Context: an optimization exercise on an open-source flow, tuned for small area. The choices shown serve that exercise and are no tape-out recipe.
The RTL was checked by simulation tests, not by an equivalence proof against the original design.
Power is estimated from default activity; no workload was simulated.

## yarrow
==> flow/design.v (excerpt) <==
module fsm_with_fifo(
  input        clk100_i,
  input        rstn_i,
  input        btn_i,
  output       full_o,
  output [7:0] transmit_lane_o
);
Size: about 93 flip-flops, roughly 12 I/O pins, ~0.0037 sq mm of cells after synthesis.
==> flow/config.mk <==
export PLATFORM = sky130hd
export DESIGN_NAME = fsm_with_fifo
export DESIGN_NICKNAME = fsm_with_fifo
export VERILOG_FILES = /design/flow/design.v
export SDC_FILE = /design/flow/constraint.sdc
export NUM_CORES = 4
export LEC_CHECK = 0
export CAP_MARGIN = 20
export CORE_MARGIN = 2
export CORE_UTILIZATION = 55
export CTS_BUF_LIST = sky130_fd_sc_hd__clkbuf_16
export CTS_CLUSTER_DIAMETER = 100
export CTS_CLUSTER_SIZE = 50
export SLEW_MARGIN = 20
==> flow/constraint.sdc <==
create_clock -name core_clock -period 5.0 [get_ports {clk100_i}]
set_input_delay 1.0000 -clock core_clock [delete_from_list [all_inputs] [get_ports {clk100_i}]]
set_output_delay 1.0000 -clock core_clock [all_outputs]
set_load 0.01 [all_outputs]
run.sh (not shown) runs the stock make flow with config.mk's settings and CLKGATE_MAP_FILE= SYNTH_SCRIPT=/design/flow/synth_recipe.tcl, a recipe that flattens the netlist after the stock synthesis.
The following lists how garnet was set up differently from yarrow:
- a deleted CTS_CLUSTER_SIZE that had been 50
- a change of CORE_UTILIZATION from 55 to 40
- a deleted CTS_CLUSTER_DIAMETER that had been 100
- a deleted CTS_BUF_LIST that had been sky130_fd_sc_hd__clkbuf_16
==> flow/flow/run.sh (new file) <==
#!/bin/bash
# The standard layout, with plain buf_1 cells as the port buffers.
set -euo pipefail
export BUFFER_PORTS_ARGS="-buffer_cell sky130_fd_sc_hd__buf_1"
bash standard.sh > standard.log 2>&1
==> flow/standard.sh (new file) <==
#!/bin/bash
# synth_recipe.tcl (not shown) runs the flow's synth.tcl, then flattens the netlist and writes it again
# the make line also repeats each setting of config.mk as NAME=value (left out here)
make -C /OpenROAD-flow-scripts/flow DESIGN_CONFIG=/design/flow/config.mk WORK_HOME=/design/flow/orfs CLKGATE_MAP_FILE= SYNTH_SCRIPT=/design/flow/synth_recipe.tcl "${@:-finish}"
removed: flow/run.sh
## What came out
- Relative to yarrow, the global-route usage of garnet is lower by 5.2 points.
- CTS buffer count: yarrow vs garnet identical
- Between garnet and yarrow, total of clock buffers placed in the layout is higher for garnet, yarrow comes in under that.
diff inputs: garnet => onyx
- CORE_UTILIZATION changed from 40 to 55
- CTS_BUF_LIST newly set to sky130_fd_sc_hd__clkbuf_8
- CTS_CLUSTER_DIAMETER newly set to 50
- CTS_CLUSTER_SIZE newly set to 24
==> flow/run.sh (new file) <==
#!/bin/bash
# synth_recipe.tcl (not shown) runs the flow's synth.tcl, then flattens the netlist and writes it again
# the make line also repeats each setting of config.mk as NAME=value (left out here)
make -C /OpenROAD-flow-scripts/flow DESIGN_CONFIG=/design/flow/config.mk WORK_HOME=/design/flow/orfs CLKGATE_MAP_FILE= SYNTH_SCRIPT=/design/flow/synth_recipe.tcl finish
removed: flow/flow/run.sh
removed: flow/standard.sh
Findings:
- Compared to garnet, the routing of onyx uses less wire.
- The higher die boundary width of garnet and onyx is in garnet.
- Est. power | onyx vs garnet | onyx higher
- Density: onyx denser than garnet
- Diff garnet and onyx: post-route fraction of the period consumed by the critical path lower in garnet
- Diff garnet -> onyx: combined global-route utilization of all metal layers went up, number of I/O port buffers did not really move, share of power burned in combinational logic went up, worst path arrival time went up, via count went down.
- Achievable frequency deteriorates in onyx relative to garnet.
Changes in harbor relative to onyx:
- clearing CTS_CLUSTER_DIAMETER, which used to be 50
- clearing CTS_BUF_LIST, which used to be sky130_fd_sc_hd__clkbuf_8
- swapping 55 for 40 in CORE_UTILIZATION
- clearing CTS_CLUSTER_SIZE, which used to be 24
==> flow/flow/run.sh (new file) <==
#!/bin/bash
# The standard layout, with plain buf_1 cells as the port buffers and a
# clock tree of smaller buffers without dummy loads.
set -euo pipefail
export BUFFER_PORTS_ARGS="-buffer_cell sky130_fd_sc_hd__buf_1"
export CTS_ARGS="-sink_clustering_enable -repair_clock_nets -dont_use_dummy_load -buf_list {sky130_fd_sc_hd__clkbuf_4 sky130_fd_sc_hd__clkbuf_8} -sink_clustering_buffer sky130_fd_sc_hd__clkbuf_8 -sink_clustering_size 16 -sink_clustering_max_diameter 60"
bash standard.sh > standard.log 2>&1
==> flow/standard.sh (new file) <==
#!/bin/bash
# synth_recipe.tcl (not shown) runs the flow's synth.tcl, then flattens the netlist and writes it again
# the make line also repeats each setting of config.mk as NAME=value (left out here)
make -C /OpenROAD-flow-scripts/flow DESIGN_CONFIG=/design/flow/config.mk WORK_HOME=/design/flow/orfs CLKGATE_MAP_FILE= SYNTH_SCRIPT=/design/flow/synth_recipe.tcl "${@:-finish}"
removed: flow/run.sh
==> comparison <==
harbor went all the way through synthesis, placement and routing and the layout is clean on timing, DRC and antenna. Looking at maximum clock rate across both flows, harbor is the stronger of the two, with onyx trailing. Summary of the comparison: power density normalized to cell area is lower in harbor, relative to onyx. harbor vs. onyx: worst stage delay on the critical path shows a reduction of 0.02 ns, area after synthesis shows no meaningful change, power shows a reduction of about 6.6%. harbor vs. onyx: global-route wire length before repair went up by about 0.9%. Taking onyx as the reference, in harbor standard-cell row count up about 17%; via count up 44.
Inputs modified between harbor and willow:
==> flow/flow/run.sh <==
#!/bin/bash
# The standard layout, with three changes:
# - synthesis maps the logic with an area-oriented ABC script (flow/area.script);
#   everything else in it is the standard flow's own synthesis script, synth_recipe.tcl;
# - the port buffers are buf_1 cells;
# - the clock tree leaves out dummy loads.
set -euo pipefail
work=$(pwd)
# synthesis script: synth_recipe.tcl with yosys's abc pass given flow/area.script
{
  head -n 1 synth_recipe.tcl
  cat <<TCL
proc abc {args} {
  set i [lsearch -exact \$args -script]
  if {\$i >= 0} { lset args [expr {\$i + 1}] $work/flow/area.script }
  yosys abc {*}\$args
}
TCL
  tail -n +2 synth_recipe.tcl
} > own_synth.tcl
sed "s#SYNTH_SCRIPT=[^ ]*synth_recipe.tcl#SYNTH_SCRIPT=$work/own_synth.tcl#" standard.sh > own_standard.sh
grep -q "SYNTH_SCRIPT=$work/own_synth.tcl" own_standard.sh
export BUFFER_PORTS_ARGS="-buffer_cell sky130_fd_sc_hd__buf_1"
export CTS_ARGS="-sink_clustering_enable -repair_clock_nets -dont_use_dummy_load -sink_clustering_size 8 -sink_clustering_max_diameter 30 -buf_list {sky130_fd_sc_hd__clkbuf_2 sky130_fd_sc_hd__clkbuf_4 sky130_fd_sc_hd__clkbuf_8}"
bash own_standard.sh > standard.log 2>&1
==> flow/flow/area.script (new file) <==
&get -n
&st
&dc2
&dch
&nf -a -R 1000
&put
Findings:
- The global router's overall resource usage in willow sits 0.63 points above the value recorded for harbor.
- Comparing harbor and willow, number of logic stages on the critical path including buffering is lower on willow.
- Post-placement worst setup slack ended up 0.11 ns higher on willow than on harbor.
- First-iteration DRC count, harbor and willow: higher on willow
- Detailed-routing iteration count for the pre-antenna-repair pass (willow over harbor): decrease, 1
- Against harbor, willow comes in 0.45 points lower on area share of and/or/nand/nor cells after synthesis.
- willow went all the way through the flow, and no timing, DRC or antenna check failed.

## port drivers added, routing unchanged
The results above use ideal ports. As a check the final layouts listed here were re-extracted and re-timed, cells and wires unchanged.
Step 1 assumes that a clkbuf_16 drives the clock port and a buf_2 every other input.
Step 2, shift: input delay + t, output delay - t, t = (earliest + latest rising clock arrival at the registers) / 2. This alone moves slack from input paths to output paths.
Slacks: ideal / step 1 / step 2; pairs: ideal / step 1.
| run | t, ns | setup WS [ns] | worst hold slack (ns) | worst setup path after step 2 | clock arrival spread, ns |
|---|---|---|---|---|---|
| yarrow | 0.365 | 1.508 / 1.474 / 1.839 | 0.328 / 0.328 / 0.328 | register to output | 0.008 / 0.007 |
| garnet | 0.377 | 2.044 / 2.013 / 2.390 | 0.335 / 0.335 / 0.335 | register to output | 0.010 / 0.011 |
| onyx | 0.382 | 1.507 / 1.477 / 1.859 | 0.335 / 0.335 / 0.335 | register to output | 0.012 / 0.012 |
| harbor | 0.378 | 2.015 / 1.984 / 2.361 | 0.335 / 0.335 / 0.335 | register to output | 0.019 / 0.019 |
| willow | 0.376 | 2.461 / 2.430 / 2.551 | 0.337 / 0.337 / 0.337 | register to register | 0.030 / 0.029 |
After both steps setup and hold are still met in every run listed.
